Background: an optimization exercise with open tools, aiming at small area, a short achievable clock period and few clock cycles per item. Do not read the settings as production practice.
Function was checked by simulation only, so behaviour that the tests miss may differ from the original.
Power and IR drop assume default switching activity.

// linear
module linear (
	clk,
	rst,
	start,
	ready,
	done,
	p__arg0_0_0,
	p__arg0_0_1,
	p__arg0_0_10,
	p__arg0_0_2,
	p__arg0_0_3,
	p__arg0_0_4,
	p__arg0_0_5,
	p__arg0_0_6,
	p__arg0_0_7,
	p__arg0_0_8,
	p__arg0_0_9,
	p___constant_11x11xf32_0_0,
	p___constant_11x11xf32_0_1,
	p___constant_11x11xf32_0_10,
	p___constant_11x11xf32_0_2,
	p___constant_11x11xf32_0_3,
	p___constant_11x11xf32_0_4,
	p___constant_11x11xf32_0_5,
	p___constant_11x11xf32_0_6,
	p___constant_11x11xf32_0_7,
	p___constant_11x11xf32_0_8,
	p___constant_11x11xf32_0_9,
	p___constant_11x11xf32_10_0,
	p___constant_11x11xf32_10_1,
	p___constant_11x11xf32_10_10,
	p___constant_11x11xf32_10_2,
	p___constant_11x11xf32_10_3,
	p___constant_11x11xf32_10_4,
	p___constant_11x11xf32_10_5,
	p___constant_11x11xf32_10_6,
	p___constant_11x11xf32_10_7,
	p___constant_11x11xf32_10_8,
	p___constant_11x11xf32_10_9,
	p___constant_11x11xf32_1_0,
	p___constant_11x11xf32_1_1,
	p___constant_11x11xf32_1_10,
	p___constant_11x11xf32_1_2,
	p___constant_11x11xf32_1_3,
	p___constant_11x11xf32_1_4,
	p___constant_11x11xf32_1_5,
	p___constant_11x11xf32_1_6,
	p___constant_11x11xf32_1_7,
	p___constant_11x11xf32_1_8,
	p___constant_11x11xf32_1_9,
	p___constant_11x11xf32_2_0,
	p___constant_11x11xf32_2_1,
	p___constant_11x11xf32_2_10,
	p___constant_11x11xf32_2_2,
	p___constant_11x11xf32_2_3,
	p___constant_11x11xf32_2_4,
	p___constant_11x11xf32_2_5,
	p___constant_11x11xf32_2_6,
	p___constant_11x11xf32_2_7,
	p___constant_11x11xf32_2_8,
	p___constant_11x11xf32_2_9,
	p___constant_11x11xf32_3_0,
	p___constant_11x11xf32_3_1,
	p___constant_11x11xf32_3_10,
	p___constant_11x11xf32_3_2,
	p___constant_11x11xf32_3_3,
	p___constant_11x11xf32_3_4,
	p___constant_11x11xf32_3_5,
	p___constant_11x11xf32_3_6,
	p___constant_11x11xf32_3_7,
	p___constant_11x11xf32_3_8,
	p___constant_11x11xf32_3_9,
	p___constant_11x11xf32_4_0,
	p___constant_11x11xf32_4_1,
  ...
clock: 8.0 ns
lec_check: 0
abc_clock_period_in_ps: 3000
cap_margin: 30
core_area: 5 5 615 615
die_area: 0 0 620 620
place_density: 0.5
setup_slack_margin: 4.5
slew_margin: 30
tns_end_percent: 100
run.sh (not shown) runs the stock make flow with config.mk's settings and CLKGATE_MAP_FILE= SYNTH_SCRIPT=/design/flow/synth_recipe.tcl, a recipe that flattens the netlist after the stock synthesis.
The first run ran to the end with no violations.
Testbench counts at the start, summed over its fixed seeds: cycles 29,600, items 800.
Next try:
==> flow/flow/run.sh (new file) <==
#!/bin/bash
# The standard layout, with the port buffers made of the smallest buffer
# cell (sky130_fd_sc_hd__buf_1) instead of the one buffer_ports picks itself.
set -euo pipefail
export BUFFER_PORTS_ARGS="-buffer_cell sky130_fd_sc_hd__buf_1"
bash standard.sh > standard_flow.log 2>&1
==> flow/standard.sh (new file) <==
#!/bin/bash
# synth_recipe.tcl (not shown) runs the flow's synth.tcl, then flattens the netlist and writes it again
# the make line also repeats each setting of config.mk as NAME=value (left out here)
make -C /OpenROAD-flow-scripts/flow DESIGN_CONFIG=/design/flow/config.mk WORK_HOME=/design/flow/orfs CLKGATE_MAP_FILE= SYNTH_SCRIPT=/design/flow/synth_recipe.tcl "${@:-finish}"
removed: flow/run.sh
Worst hold slack gets worse by 64 ps.
Global-route usage climbs by 0.25 points.
Count of clock-buffer cells in the layout drops by 9.
Synthesized area does not change.
Worst setup slack gets worse by 280 ps.
Combinational power barely changes.
First-iteration DRC count climbs by 1.2%.
Power drops by 0.65%.
Design area drops by 11%.
Final cell count climbs by 0.62%.
Wire length climbs by 1.5%.


== run 1 ==
Another version of the RTL of linear (not shown whole).
For scale: about 58000 µm² of cells after synthesis.
clock: 8.0 ns
lec_check: 0
abc_area: 1
cap_margin: 30
core_area: 5 5 535 535
die_area: 0 0 540 540
place_density: 0.8
setup_slack_margin: 5
slew_margin: 30
tns_end_percent: 100
standard.sh (not shown) runs the stock make flow with config.mk's settings and CLKGATE_MAP_FILE= SYNTH_SCRIPT=/design/flow/synth_recipe.tcl, a recipe that flattens the netlist after the stock synthesis.
==> flow/flow/run.sh <==
#!/bin/bash
# The standard layout, with the port buffers made of the smallest buffer
# cell (sky130_fd_sc_hd__buf_1) instead of the one buffer_ports picks itself.
set -euo pipefail
export BUFFER_PORTS_ARGS="-buffer_cell sky130_fd_sc_hd__buf_1"
bash standard.sh > standard_flow.log 2>&1
Testbench counts of run 1, summed over its fixed seeds: cycles 29,600, items 800.
Input changes introduced in run 2 (baseline for comparison: run 1):
--- a/flow/config.mk
+++ b/flow/config.mk
@@ -10,3 +10,3 @@
-export CORE_AREA = 5 5 535 535
-export DIE_AREA = 0 0 540 540
-export PLACE_DENSITY = 0.8
+export CORE_AREA = 5 5 555 555
+export DIE_AREA = 0 0 560 560
+export PLACE_DENSITY = 0.7
Findings:
- There was hardly any difference in net total in the final layout between run 1 and run 2.
- Run 2 -> run 1: flip-flop and latch count delta 0, exact match
- As of run 2, routed wire length had risen by a little under 10% compared to run 1.
- Switching share of power (run 2 over run 1): decrease, 0.52 points
- Diff run 1 -> run 2: insertion delay to the later sink of the worst-skew pair ~0 delta, final setup slack of the worst path -0.046 ns, total power +about 2.7%, signed area change from the synthesized netlist to the final layout +1.9 points.
- Filler cell count is lower on run 1
- Run 2 against run 1; post-route met1 wirelength is up by more than 10%.
--- input diff run 2..run 3 ---
--- a/flow/config.mk
+++ b/flow/config.mk
@@ -8 +7,0 @@
-export ABC_AREA = 1
[summary]
- Clock insertion delay at the later pin of the skew report | run 3 below run 2
- In the route summary, run 3 ends up with a via count below that of run 2.
- The number of buffers created by CTS in run 3 sits 1 below the value recorded for run 2.
- Run 3 has register-to-register slack below what run 2 had.
- Re cell depth of the worst setup path: run 2 was lower than run 3.
- Against run 2, final design instance area without fill in run 3 came out better.
- Run 3 vs. run 2: highest clock rate has decreased, total wire length after detailed routing has decreased, worst stage delay on the critical path has decreased.
Changes in run 4 relative to run 3:
--- a/flow/config.mk
+++ b/flow/config.mk
@@ -8,4 +8,5 @@
-export CAP_MARGIN = 30
-export CORE_AREA = 5 5 555 555
-export DIE_AREA = 0 0 560 560
-export PLACE_DENSITY = 0.7
+export ABC_AREA = 1
+export CAP_MARGIN = 10
+export CORE_AREA = 5 5 535 535
+export DIE_AREA = 0 0 540 540
+export PLACE_DENSITY = 0.8
@@ -13 +14 @@
-export SLEW_MARGIN = 30
+export SLEW_MARGIN = 10
### Flow results
For run 3, the combinational family with the most area after synthesis was compound AO/OA/AOI/OAI gates, unlike run 4, where it was simple AND/OR/NAND/NOR gates.
Summary of run 4 over run 3: internal power component down 0.061 mW, pin count of the biggest net entering global routing down about 3.8%, total power up about 9%.
Run 4 falls short of run 3 in net switching component of the power.
Compared to run 3, run 4 has non-filler instance count after layout 1764 higher.
Re maximum fanout encountered on the critical timing path: run 3 was lower than run 4.
The following lists how run 5 was set up differently from run 4:
--- a/flow/config.mk
+++ b/flow/config.mk
@@ -8 +7,0 @@
-export ABC_AREA = 1
@@ -10,2 +9,2 @@
-export CORE_AREA = 5 5 535 535
-export DIE_AREA = 0 0 540 540
+export CORE_AREA = 5 5 555 555
+export DIE_AREA = 0 0 560 560
--- outcome ---
Taking run 4 as the reference point, the proportion of power drawn by flip-flops and latches of run 5 rises by 1.8 points. Comparing register-to-register setup slack for run 4 and run 5, the bigger number came from run 4. Measured against each other, run 4 and run 5 differ in multi-input combinational gate total, the lower figure coming from run 5. Wire length, run 5 vs run 4: down slightly. Relative contribution of combinational cells to total power for run 5: 1.7 points down relative to run 4. On complex-gate fraction of the synthesized area: run 5 sits above run 4. Run 5: vertical die dimension is 3.7% higher than what run 4 reported. Finished layout cell area ends up higher on run 4. | initial antenna violation count | lower: run 5 |.
Relative to run 5, the following input files were edited for run 6:
--- a/flow/config.mk
+++ b/flow/config.mk
@@ -7,0 +8 @@
+export ABC_AREA = 1
Notes after the runs:
- Per the comparison of run 6 with run 5, critical path depth climbed 3, count of inverters not on the clock network in the layout climbed 170%, sum of internal, switching and leakage power climbed about 10%, sequential share of layout area dropped 0.28 points.
- The area occupied by registers in run 6 was lower than what run 5 gave.
- Going from run 5 to run 6, number of fill cells increased by about 3.3% relative to the old numbers; core utilization increased by 0.32 points relative to the old numbers.
- Diff run 5 and run 6: layout overhead on the synthesized area higher in run 5

==> afterwards: timing with drivers on the ports <==
The results above use ideal ports. As a check the final layouts listed here were re-extracted and re-timed, cells and wires unchanged.
Step 1 assumes that a clkbuf_16 drives the clock port and a buf_2 every other input.
Step 2 times the ports against the registers' clock, not the clock port: input delays grow and output delays shrink by t, the midpoint of the rising clock arrivals with the driver on.
Three values: no drivers, after step 1, after step 2; two values: the first two.
| run | t (ns) | slack for setup (ns) | latest minus earliest clock arrival (ns) | slew at the worst register clock pin (ns) | worst data-port slew with drivers (ns) |
|---|---|---|---|---|---|
| the first run of note 1 | 0.814 | 4.316 / 4.303 / 3.866 | 0.056 / 0.056 | 0.07 / 0.07 | 0.71 |
| the second run of note 1 | 0.805 | 4.038 / 3.942 / 4.154 | 0.057 / 0.057 | 0.07 / 0.07 | 0.74 |
| run 1 | 0.820 | 4.776 / 4.776 / 4.277 | 0.060 / 0.060 | 0.07 / 0.07 | 0.55 |
| run 2 | 0.842 | 4.730 / 4.730 / 3.981 | 0.061 / 0.060 | 0.07 / 0.07 | 0.67 |
| run 3 | 0.804 | 4.272 / 4.272 / 4.023 | 0.064 / 0.064 | 0.07 / 0.07 | 0.57 |
| run 4 | 0.845 | 4.756 / 4.756 / 4.371 | 0.061 / 0.061 | 0.08 / 0.08 | 0.60 |
| run 5 | 0.770 | 4.098 / 4.098 / 4.098 | 0.048 / 0.049 | 0.07 / 0.07 | 0.60 |
| run 6 | 0.825 | 4.760 / 4.760 / 4.070 | 0.040 / 0.040 | 0.07 / 0.07 | 0.64 |
After both steps setup and hold are still met in every run listed. For run 2, which loses most, drivers alone change the setup slack by 0.000 ns; drivers and shift together by -0.749 ns.
